Background: an optimization exercise with open tools, aiming at small area and a short achievable clock period. Do not read the settings as production practice.
No functional check of the RTL was part of any run shown here.

==> flow/design.v, too long to show whole: its modules and the start of the top module <==
// module order_book_poc: 32 lines
// module hw_feature_engine: 69 lines
// module imb_div: 2178 lines
// module vol_add: 210 lines
// module fpga_inference_engine: 7 lines
// module fpga_trading_core: 57 lines
module fpga_trading_core (
    input  wire        clk,
    input  wire        rst_n,
    input  wire        market_data_valid,
    input  wire [31:0] market_data_price,
    input  wire [31:0] market_data_size,
    input  wire [1:0]  market_data_type,  
    output reg         send_order,
    output wire [31:0] best_bid_price,
    output wire [31:0] best_bid_size,
    output wire [31:0] best_ask_price,
    output wire [31:0] best_ask_size,
    output wire [15:0] book_imbalance_fixed,
    output wire [7:0]  trade_intensity,
    output wire        ai_prediction
);
  // ...
==> flow/run.sh <==
#!/bin/bash
# synth_recipe.tcl (not shown) runs the flow's synth.tcl, then flattens the netlist and writes it again
# the make line also repeats each setting of config.mk as NAME=value (left out here)
make -C /OpenROAD-flow-scripts/flow DESIGN_CONFIG=/design/flow/config.mk WORK_HOME=/design/flow/orfs CLKGATE_MAP_FILE= SYNTH_SCRIPT=/design/flow/synth_recipe.tcl finish
==> flow/config.mk <==
export PLATFORM = sky130hd
export DESIGN_NAME = fpga_trading_core
export DESIGN_NICKNAME = fpga_trading_core
export VERILOG_FILES = /design/flow/design.v
export SDC_FILE = /design/flow/constraint.sdc
export NUM_CORES = 4
export LEC_CHECK = 0
export CAP_MARGIN = 20
export CORE_MARGIN = 2
export CORE_UTILIZATION = 40
export SLEW_MARGIN = 20
==> flow/constraint.sdc <==
create_clock -name core_clock -period 320.0 [get_ports {clk}]
set_input_delay 64.0000 -clock core_clock [delete_from_list [all_inputs] [get_ports {clk}]]
set_output_delay 64.0000 -clock core_clock [all_outputs]
set_load 0.01 [all_outputs]
==> impl_metrics.py, run 1 <==
metrics = {
    "sta": {
        "finalClockSkew_ns": 0.02985,
    },
    "clock_tree": {
        "clk_path_buf_depth": 3,
        "post-cts-setup-buffers": 0,
        "ctsResizeCount": 0,
        "numClockSinks": 290,
        "root_buffer": "clkbuf_16",
    },
    "setup_path": {
        "ff2ff_path_depth": 225,
        "slowest_delay_ns": 0.75,
        "crit_path_end": "feature_engine.book_imbalance[0]$_DFF_PN0_",
        "endpoint_kind": "flop",
        "crit_path_start_kind": "flop",
        "arrival_ns": 70.35,
    },
    "finish": {
        "final-clk-cell-share": 0.02963,
        "multi_input_area_share": 0.6573,
        "multi_input_area_um2": 26810,
        "top_area_cell_class": "multi-input gates",
        "fin_area_um2": 40790,
        "buffers_excl_clock": 261,
    },
    "global_route": {
        "antenna_found_initial": 2,
        "grtUsageMet3": 0.03519,
        "grt.met2_usage": 0.3305,
        "met1_usage": 0.2820,
    },
    "detailed_routing": {
        "wl_mm": 91.46,
        "initialDrtViolationCount": 1523,
        "wl_per_cell_um": 17.79,
        "wl_met3_mm": 4.647,
        "drcViolationCount": 0,
    },
    "logic_synthesis": {
        "synth_top_family_by_area": "adder cells",
        "synth_cells": 3761,
        "synth_seq_cells": 290,
        "yosys.area.top_type": "fa_1",
        "synthTopCellsByArea": "fa_1 28%, dfrtp_1 16%, ha_1 6.4%",
        "synthSimpleGateAreaFrac": 0.1503,
    },
    "die": {
        "taps": 1165,
    },
    "min_path": {
        "min-delay-start": "feature_engine.tot_vol[37]$_DFF_PN0_",
    },
    "outcome": {
        "outcome": "complete, no violations",
    },
    "placement": {
        "post-place-cells": 5074,
    },
}
==> inputs of run 2 (changes only) <==
==> flow/flow/run.sh (new file) <==
#!/bin/bash
set -euo pipefail
MARGIN=${MARGIN:-254}
bash standard.sh SETUP_SLACK_MARGIN=$MARGIN finish > standard_flow.log 2>&1
==> flow/standard.sh (new file) <==
#!/bin/bash
# synth_recipe.tcl (not shown) runs the flow's synth.tcl, then flattens the netlist and writes it again
# the make line also repeats each setting of config.mk as NAME=value (left out here)
make -C /OpenROAD-flow-scripts/flow DESIGN_CONFIG=/design/flow/config.mk WORK_HOME=/design/flow/orfs CLKGATE_MAP_FILE= SYNTH_SCRIPT=/design/flow/synth_recipe.tcl "${@:-finish}"
removed: flow/run.sh
==> impl_metrics.py, run 2 <==
metrics = {
    "outcome": {
        "outcome": "complete, no violations",
    },
    "logic_synthesis": {
        "syn_area_per_cell_um2": 9.548,
        "yosysSeqAreaShare": 0.1988,
        "synthMostInstantiatedCell": "fa_1",
        "yosysWarnings": 3,
        "ys_async_sr_fraction": 0.8897,
        "synth_commonest_cells": "496 x fa_1, 439 x inv_1, 366 x nand2_1",
        "synth_ff_type": "dfrtp_1",
        "synth_seq_cells": 290,
        "synth_edf_count": 0,
        "synth_cells": 3761,
        "synth.distinct_cells": 92,
        "synthTopCellsByArea": "fa_1 28%, dfrtp_1 16%, ha_1 6.4%",
        "syn_area_um2": 35910,
        "yosys.area.top_type": "fa_1",
        "synth_top_area_frac": 0.2765,
    },
    "global_route": {
        "antenna_found_initial": 3,
        "grt_pass1_vias": 28490,
        "grt_overflow_total": 0,
        "grt_first_pass_wirelength_mm": 160.2,
        "grt.total_usage": 0.2176,
        "grt_max_degree": 95,
    },
    "finish": {
        "reg_top3": "feature_engine.bid_vol: 48 flops, feature_engine.tot_vol: 48 flops",
        "drive_above_1_share": 0.1282,
        "area_growth_pct": 19.42,
        "nets": 4759,
        "layout_common_cells": "496 x fa_1, 437 x inv_1, 365 x nand2_1",
        "final_common_cell": "fa_1",
    },
    "clock_tree": {
        "insertion_delay_ns": 0.59,
        "root_buffer": "clkbuf_16",
        "cts_max_level": 2,
        "cts_hold_buf": 0,
        "numClockSinks": 290,
        "tritoncts": "built",
        "clk_pin_slew_worst_paths_ns": 0.06,
        "clk_path_buf_depth": 3,
        "cts_buffers": 38,
    },
    "placement": {
        "place_congestion": 0.8881,
        "port_buffers": 217,
        "dp_hpwl_mm": 77.90,
    },
    "sta": {
        "finalSetupTns_ns": 0,
        "final-setup-viol-count": 0,
        "fin_crit_sh": 0.2110,
        "worstMarginPinSlew_ns": 1.137,
        "max_slew_margin": 0.2338,
        "slew_violations": 0,
        "finalClockSkew_ns": 0.04060,
        "rsz0062_at_grt": "true",
        "finalCriticalPeriod_ns": 67.52,
        "hold_viol_final": 0,
        "fmax_mhz": 14.81,
    },
    "setup_path": {
        "r2r_slack_ns": 255.69,
        "endpoint_kind": "flop",
        "crit_path_start_kind": "input port",
        "crit_required_ns": 320.52,
        "arrival_ns": 68.04,
        "crit_fanout": 4,
        "crit_type": "input port to flop",
    },
    "min_path": {
        "hold_path.class": "flop to flop",
    },
    "die": {
        "ios": 223,
        "initial_core_util": 0.4051,
        "die_height_um": 303.6,
        "die_area_um2": 92190,
        "num_rows": 109,
        "core_region_area_um2": 88650,
        "die_w_um": 303.6,
    },
    "detailed_routing": {
        "via_per_inst": 5.262,
        "first_pass_iters": 6,
        "drcViolationCount": 0,
        "wl_mm": 100.8,
        "wl_per_cell_um": 19.37,
        "initialDrtViolationCount": 1490,
        "num_vias": 27400,
        "ant_nets": 0,
    },
    "flow_run": {
        "drv_cap": 0,
    },
}
[run 2: path summary, 6_finish.rpt]
kind | start | end | cells past startpoint
max | market_data_price[1] | order_book.best_ask_price[10]$_DFFE_PN1P_ | 26
min | feature_engine.decay_timer[0]$_DFF_PN0_ | feature_engine.decay_timer[0]$_DFF_PN0_ | 1
max reg2reg | feature_engine.pend_book$_DFF_PN0_ | feature_engine.book_imbalance[0]$_DFF_PN0_ | 228
min reg2reg | feature_engine.decay_timer[0]$_DFF_PN0_ | feature_engine.decay_timer[0]$_DFF_PN0_ | 1
max in group asynchronous | rst_n | feature_engine.bid_vol[14]$_DFF_PN0_ | 3
min in group asynchronous | rst_n | feature_engine.bid_vol[18]$_DFF_PN0_ | 1
[run 2: layer usage]
layer | GRT usage | vias to the layer above | share of wire
li1 | - | 12960 | -
met1 | 0.2903 | 13670 | 0.44
met2 | 0.3669 | 605 | 0.48
met3 | 0.03073 | 155 | 0.044
met4 | 0.06607 | 0 | 0.034
met5 | 0 | - | 0
[run 2: cell families after synthesis]
family | Yosys count | share of synthesized area
and+or+nand+nor | 1093 | 0.1503
xor gates and xnor gates | 371 | 0.09048
adders and majority gates | 681 | 0.3409
other | 1 | 0.0001044
AOI/OAI and AO/OA | 523 | 0.08488
DFF | 290 | 0.1988
buffers and inverters | 557 | 0.05916
muxes | 245 | 0.07533
[run 2: area by class of cell]
class                           count  area, µm²
Sequential cell                   290       7139
Tap cell                         1165       1458
Antenna cell                        2      5.005
Clock buffer                       47       1015
Clock inverter                     23      322.8
Inverter                          440       1659
Timing Repair Buffer              321       3581
Multi-Input combinational cell   2919      27710
Fill cell                        8281      45760
[run 2: repair_timing]
item,CTS,global route
endpoints found under the setup margin,131,161
buffers inserted,24,11
pin swaps,13,23
resized for setup,140,83
gates cloned,18,5
[run 2: worst max-delay path, stage by stage]
cell and delay, ns:
buf_8 0.10, ha_4 0.19, a21o_1 0.17, a21o_1 0.16, a21o_1 0.16, a21o_1 0.16, a21o_1 0.15, a21o_1 0.16
a21o_1 0.16, a21o_1 0.16, a21o_1 0.16, a21o_1 0.15, a21o_1 0.15, a21o_1 0.15, a21o_1 0.16, a21o_1 0.17
a21oi_2 0.19, o21ai_2 0.08, a21oi_2 0.14, o21ai_2 0.08, a31oi_4 0.16, buf_12 0.13, buf_8 0.12, buf_12 0.15
clkbuf_16 0.16, mux2_4 0.29
[run 2: through the flow]
step | util | worst slack [ns] | cells | area (µm²) | hold WS [ns]
finish | 0.4838 | 252.48 | 5207 | 42890 | 0.4904
global route | 0.4838 | 252.35 | 5207 | 42890 | 0.5136
CTS | 0.4784 | 252.47 | 5189 | 42410 | 0.4894
detailed placement | 0.4514 | 248.60 | 5077 | 40010 | 0.4748
global placement | 0.4514 | 249.84 | 5077 | 40010 | 0.4747
floorplan | - | 252.43 | 3765 | 36540 | 0.4549
==> inputs of run 3 (changes only) <==
==> flow/flow/run.sh (replaced) <==
#!/bin/bash
set -euo pipefail
bash standard.sh "BUFFER_PORTS_ARGS=-buffer_cell sky130_fd_sc_hd__buf_1" SETUP_SLACK_MARGIN=252 finish > standard_flow.log 2>&1
--- a/flow/config.mk
+++ b/flow/config.mk
@@ -8,4 +8,5 @@
 export CAP_MARGIN = 20
 export CORE_MARGIN = 2
 export CORE_UTILIZATION = 40
+export CTS_BUF_LIST = sky130_fd_sc_hd__clkbuf_4
 export SLEW_MARGIN = 20
==> impl_metrics.py, run 3 <==
metrics = {
    "placement": {
        "dp_hpwl_mm": 75.15,
        "place_congestion": 0.8752,
        "post_dp_cell_area_um2": 38210,
        "port_buffers": 217,
        "post-place-cells": 5073,
    },
    "setup_path": {
        "crit_chain": "buf_1 -> ha_1 -> a21o_1 -> a21o_1 -> a21o_1 -> a21o_1 -> a21o_1 -> a21o_1 -> a21o_1 -> a21o_1 -> a21o_1 -> a21o_1 -> a21o_1 -> a21o_1 -> a21o_1 -> a21o_1 -> a21oi_1 -> o21ai_0 -> a21oi_1 -> o21ai_0 -> a31oi_4 -> buf_12 -> mux2_2",
        "crit_top_cell": "a21o_1",
        "crit_family": "compound AO/OA/AOI/OAI gates",
        "startpoint": "market_data_price[1]",
        "worst-path-buf-inv": 2,
        "slowest_delay_ns": 0.37,
        "cpMaxStageDelayCell": "mux2_2",
        "crit_path_start_kind": "input port",
        "crit_required_ns": 320.66,
        "endpoint_kind": "flop",
        "crit_type": "input port to flop",
        "crit_fanout": 50,
        "r2r-start": "feature_engine.pend_book$_DFF_PN0_",
        "arrival_ns": 68.55,
    },
    "sta": {
        "finalCriticalPeriod_ns": 67.90,
        "finalSetupTns_ns": 0,
        "hold_viol_final": 0,
        "finalClockSkew_ns": 0.1086,
        "fmax_mhz": 14.73,
        "final-setup-viol-count": 0,
        "rsz0062_at_grt": "false",
        "fin_crit_sh": 0.2122,
        "worstMarginPinSlew_ns": 1.064,
        "max_slew_margin": 0.2829,
        "slew_violations": 0,
    },
    "die": {
        "die_w_um": 303.6,
        "die_area_um2": 92190,
        "ios": 223,
        "initial_core_util": 0.4051,
        "die_height_um": 303.6,
        "core_region_area_um2": 88650,
        "num_rows": 109,
    },
    "global_route": {
        "antenna_found_initial": 5,
        "grt.total_usage": 0.2011,
        "grt_pass1_vias": 27870,
        "grt_overflow_total": 0,
        "grt_first_pass_wirelength_mm": 149.3,
        "grt_max_degree": 156,
    },
    "finish": {
        "drive_above_1_share": 0.1211,
        "fin_area_um2": 39600,
        "final_common_cell": "fa_1",
        "reg_top3": "feature_engine.bid_vol: 48 flops, feature_engine.tot_vol: 48 flops",
        "layout_common_cells": "496 x fa_1, 437 x inv_1, 366 x nand2_1",
        "fin_cells": 5238,
        "area_growth_pct": 10.27,
        "nets": 4752,
    },
    "logic_synthesis": {
        "ys_async_sr_fraction": 0.8897,
        "synth_ff_type": "dfrtp_1",
        "yosys.area.top_type": "fa_1",
        "synth_cells": 3761,
        "synth_edf_count": 0,
        "syn_area_per_cell_um2": 9.548,
        "yosysSeqAreaShare": 0.1988,
        "syn_area_um2": 35910,
        "synthTopCellsByArea": "fa_1 28%, dfrtp_1 16%, ha_1 6.4%",
        "synthMostInstantiatedCell": "fa_1",
        "synth_seq_cells": 290,
        "yosysWarnings": 3,
        "synth_top_area_frac": 0.2765,
        "synth.distinct_cells": 92,
        "synth_commonest_cells": "496 x fa_1, 439 x inv_1, 366 x nand2_1",
    },
    "min_path": {
        "hold_path.class": "flop to flop",
        "min-delay-start": "feature_engine.tot_vol[46]$_DFF_PN0_",
    },
    "flow_run": {
        "drv_cap": 0,
    },
    "outcome": {
        "outcome": "complete, no violations",
    },
    "detailed_routing": {
        "first_pass_iters": 5,
        "wl_mm": 91.60,
        "initialDrtViolationCount": 1238,
        "ant_nets": 0,
        "num_vias": 26920,
        "via_per_inst": 5.139,
        "drcViolationCount": 0,
        "wl_per_cell_um": 17.49,
    },
    "clock_tree": {
        "clk_pin_slew_worst_paths_ns": 0.06,
        "insertion_delay_ns": 0.87,
        "numClockSinks": 290,
        "clk_path_buf_depth": 3,
        "root_buffer": "clkbuf_4",
        "cts_buffers": 84,
        "cts_max_level": 3,
        "tritoncts": "built",
    },
}
-- run 3: cell counts after synthesis --
No cell type changed its count.
-- run 3: layer usage --
| layer | vias up | track usage | routed length (µm) |
|---|---|---|---|
| li1 | 13030 | - | - |
| met2 | 579 | 0.3279 | 42880 |
| met4 | 4 | 0.05102 | 2132 |
| met5 | - | 0 | 33 |
| met1 | 13190 | 0.2736 | 41440 |
| met3 | 115 | 0.04098 | 5116 |
-- run 3: cell families after synthesis --
family | share of synthesized area
AO/OA/AOI/OAI | 0.08488
XOR/XNOR | 0.09048
adder cells (fa/ha/maj) | 0.3409
buffers and inverters | 0.05916
flip-flops | 0.1988
multiplexers | 0.07533
other | 0.0001044
AND/OR/NAND/NOR | 0.1503
-- run 3: what timing repair did --
| item | in CTS | in global routing |
|---|---|---|
| endpoints found under the setup margin | 51 | 45 |
| pin swaps | 1 | 4 |
| resized for setup | 9 | 53 |
| setup buffers | 1 | 6 |
| gates cloned | 0 | 1 |
| hold buffers | 0 | 0 |
-- run 3: cell type report --
cell class	count	area, µm²
antenna	3	7.507
fill	8679	49050
tap	1165	1458
timing repair buffer	268	1294
clock inverter	37	173.9
inverter	440	1659
multi-input combinational	2919	27000
clock buffer	116	870.8
sequential	290	7139
-- run 3: stage by stage --
| stage | setup WS [ns] | hold WS [ns] | util |
|---|---|---|---|
| 2_1_floorplan | 252.00 | 0.4549 | - |
| 3_3_place_gp | 250.55 | 0.4713 | 0.4311 |
| 3_5_place_dp | 250.50 | 0.4769 | 0.4311 |
| 4_1_cts | 251.75 | 0.4921 | 0.4434 |
| 5_1_grt | 252.00 | 0.5097 | 0.4467 |
| 6_report | 252.10 | 0.4839 | 0.4467 |
-- run 3: final timing paths --
| check | end | slack [ns] | depth (start not counted) |
|---|---|---|---|
| min in group asynchronous | order_book.best_ask_size[17]$_DFFE_PN0P_ | 63.16 | 1 |
| setup / recovery | order_book.best_ask_size[22]$_DFFE_PN0P_ | 252.10 | 23 |
| max in group asynchronous | feature_engine.tot_vol[30]$_DFF_PN0_ | 255.41 | 2 |
| hold / removal | feature_engine.tot_vol[46]$_DFF_PN0_ | 0.48 | 1 |
| setup reg to reg | feature_engine.book_imbalance[0]$_DFF_PN0_ | 255.56 | 227 |
| hold reg to reg | feature_engine.tot_vol[46]$_DFF_PN0_ | 0.48 | 1 |
==> inputs of run 4 (changes only) <==
==> flow/flow/run.sh (replaced) <==
#!/bin/bash
# Standard layout; the port buffers are buf_1 cells.
set -euo pipefail
bash standard.sh "BUFFER_PORTS_ARGS=-buffer_cell sky130_fd_sc_hd__buf_1" finish > standard_flow.log 2>&1
==> impl_metrics.py, run 4 <==
metrics = {
    "clock_tree": {
        "cts_hold_buf": 0,
        "clk_pin_slew_worst_paths_ns": 0.06,
        "tritoncts": "built",
        "cts_max_level": 3,
        "ctsResizeCount": 0,
        "numClockSinks": 290,
        "root_buffer": "clkbuf_4",
        "insertion_delay_ns": 0.89,
        "post-cts-setup-buffers": 0,
        "clk_path_buf_depth": 3,
        "cts_buffers": 85,
    },
    "logic_synthesis": {
        "yosys.area.top_type": "fa_1",
        "synthMostInstantiatedCell": "fa_1",
        "syn_area_um2": 35910,
        "synth_edf_count": 0,
        "ys_async_sr_fraction": 0.8897,
        "synth_seq_cells": 290,
        "synth_cells": 3761,
        "syn_area_per_cell_um2": 9.548,
        "yosysSeqAreaShare": 0.1988,
        "synth.distinct_cells": 92,
        "synth_commonest_cells": "496 x fa_1, 439 x inv_1, 366 x nand2_1",
        "synth_ff_type": "dfrtp_1",
        "synth_top_area_frac": 0.2765,
        "yosysWarnings": 3,
        "synthTopCellsByArea": "fa_1 28%, dfrtp_1 16%, ha_1 6.4%",
    },
    "sta": {
        "rsz0062_at_grt": "false",
        "finalSetupTns_ns": 0,
        "worstMarginPinSlew_ns": 0.9660,
        "finalCriticalPeriod_ns": 69.66,
        "fmax_mhz": 14.36,
        "final-setup-viol-count": 0,
        "max_slew_margin": 0.3492,
        "hold_viol_final": 0,
        "fin_hold_ws_ns": 0.4806,
        "worst_slack_ns": 250.34,
        "fin_crit_sh": 0.2177,
        "slew_violations": 0,
        "finalClockSkew_ns": 0.1418,
    },
    "detailed_routing": {
        "wl_mm": 89.67,
        "initialDrtViolationCount": 1305,
        "num_vias": 26960,
        "drcViolationCount": 0,
        "first_pass_iters": 6,
        "ant_nets": 0,
        "wl_per_cell_um": 17.13,
        "via_per_inst": 5.150,
    },
    "finish": {
        "area_growth_pct": 9.742,
        "layout_common_cells": "496 x fa_1, 439 x inv_1, 366 x nand2_1",
        "final_common_cell": "fa_1",
        "nets": 4746,
        "fin_cells": 5235,
        "reg_top3": "feature_engine.bid_vol: 48 flops, feature_engine.tot_vol: 48 flops",
        "drive_above_1_share": 0.1161,
    },
    "placement": {
        "place_congestion": 0.8588,
        "dp_hpwl_mm": 75.39,
        "post-place-cells": 5075,
        "port_buffers": 217,
        "place_ws_ns": 250.33,
    },
    "die": {
        "die_area_um2": 92190,
        "die_w_um": 303.6,
        "ios": 223,
        "die_height_um": 303.6,
        "initial_core_util": 0.4051,
        "num_rows": 109,
        "core_region_area_um2": 88650,
    },
    "setup_path": {
        "crit_path_start_kind": "flop",
        "crit_required_ns": 320.78,
        "crit_top_cell": "fa_1",
        "crit_type": "flop to flop",
        "crit_fanout": 70,
        "cpMaxStageDelayCell": "a211oi_1",
        "r2r-start": "feature_engine.pend_book$_DFF_PN0_",
        "startpoint": "feature_engine.pend_book$_DFF_PN0_",
        "r2r_slack_ns": 250.34,
        "arrival_ns": 70.44,
        "endpoint_kind": "flop",
        "slowest_delay_ns": 0.73,
    },
    "min_path": {
        "hold_path.class": "flop to flop",
        "min-delay-start": "feature_engine.tot_vol[46]$_DFF_PN0_",
    },
    "global_route": {
        "antenna_found_initial": 4,
        "grt_pass1_vias": 27790,
        "grt_overflow_total": 0,
        "grt_first_pass_wirelength_mm": 149.3,
        "grt.total_usage": 0.1999,
        "grt_max_degree": 155,
    },
    "outcome": {
        "outcome": "complete, no violations",
    },
    "flow_run": {
        "drv_cap": 0,
    },
}
[run 4: cell type report]
cell class                      instances  area (µm²)
Sequential cell                       290        7139
Tap cell                             1165        1458
Fill cell                            8647       49240
Antenna cell                            4       10.01
Multi-Input combinational cell       2918       26810
Clock buffer                          128       960.9
Clock inverter                         28       210.2
Inverter                              440        1652
Timing Repair Buffer                  262        1169
[run 4: critical path, delay by kind of cell (launching register included)]
kind	cells	cell delay, ns
adders and majority gates	85	31.31
and+or+nand+nor	62	16.66
AOI/OAI and AO/OA	39	13.46
buffers and inverters	32	5.44
muxes	7	2.03
DFF	1	0.32
[run 4: cell families (layout without fill, tap and decap cells)]
family,count (synthesis),count (layout),share of synthesized area
simple gates,1093,1093,0.1503
xor+xnor,371,371,0.09048
mux,245,245,0.07533
fa+ha+maj,681,681,0.3409
compound gates,523,523,0.08488
flops,290,290,0.1988
other cells,1,9,0.0001044
buf+inv,557,858,0.05916
[run 4: path summary, 6_finish.rpt]
path                                                              endpoint  cells past startpoint
min in group asynchronous             feature_engine.bid_vol[10]$_DFF_PN0_                      1
worst max-delay path            feature_engine.book_imbalance[0]$_DFF_PN0_                    225
worst min-delay path                  feature_engine.tot_vol[46]$_DFF_PN0_                      1
worst min register to register        feature_engine.tot_vol[46]$_DFF_PN0_                      1
max in group asynchronous       feature_engine.book_imbalance[5]$_DFF_PN0_                      3
worst max register to register  feature_engine.book_imbalance[0]$_DFF_PN0_                    225
[run 4: per-stage QoR]
stage          area [µm²]  utilization
3_5_place_dp        38230       0.4312
4_1_cts             39400       0.4444
2_1_floorplan       35930            -
3_3_place_gp        38230       0.4312
6_report            39410       0.4446
5_1_grt             39400       0.4445
[run 4: layer usage]
layer	share of wire	vias up	GRT usage	wire (µm)
li1	-	13010	-	-
met1	0.46	13280	0.2775	41310
met2	0.47	564	0.3250	41910
met3	0.054	105	0.03680	4834
met4	0.018	2	0.04478	1603
met5	0.00019	-	0	17

separate check: timing with driven ports:
The flow's constraints put no driver on any port. The routed layouts listed below were extracted and timed again, unchanged, in two steps. Step 1, drivers: a clkbuf_16 drives clk and a buf_2 each remaining input, both assumed. Step 2 also shifts input and output timing later by t, the mid clock arrival at the registers, as if the neighbouring blocks saw the same clock. a / b / c = no drivers / after step 1 / after step 2; a / b = the first two.
| run | t, ns | slack for setup (ns) | worst slew at a driven data input, ns | pins driven straight from the clock port |
|---|---|---|---|---|
| run 1 | 0.619 | 250.137 / 250.137 / 250.075 | 0.08 | 1 |
| run 2 | 0.629 | 252.482 / 252.498 / 251.870 | 0.07 | 1 |
| run 3 | 0.872 | 252.102 / 252.111 / 251.240 | 0.07 | 1 |
| run 4 | 0.887 | 250.340 / 250.340 / 250.340 | 0.06 | 1 |
After both steps setup and hold are still met in every run listed. The setup slack of run 3, which loses most, moves by +0.009 ns with the drivers and by -0.862 ns with both steps.
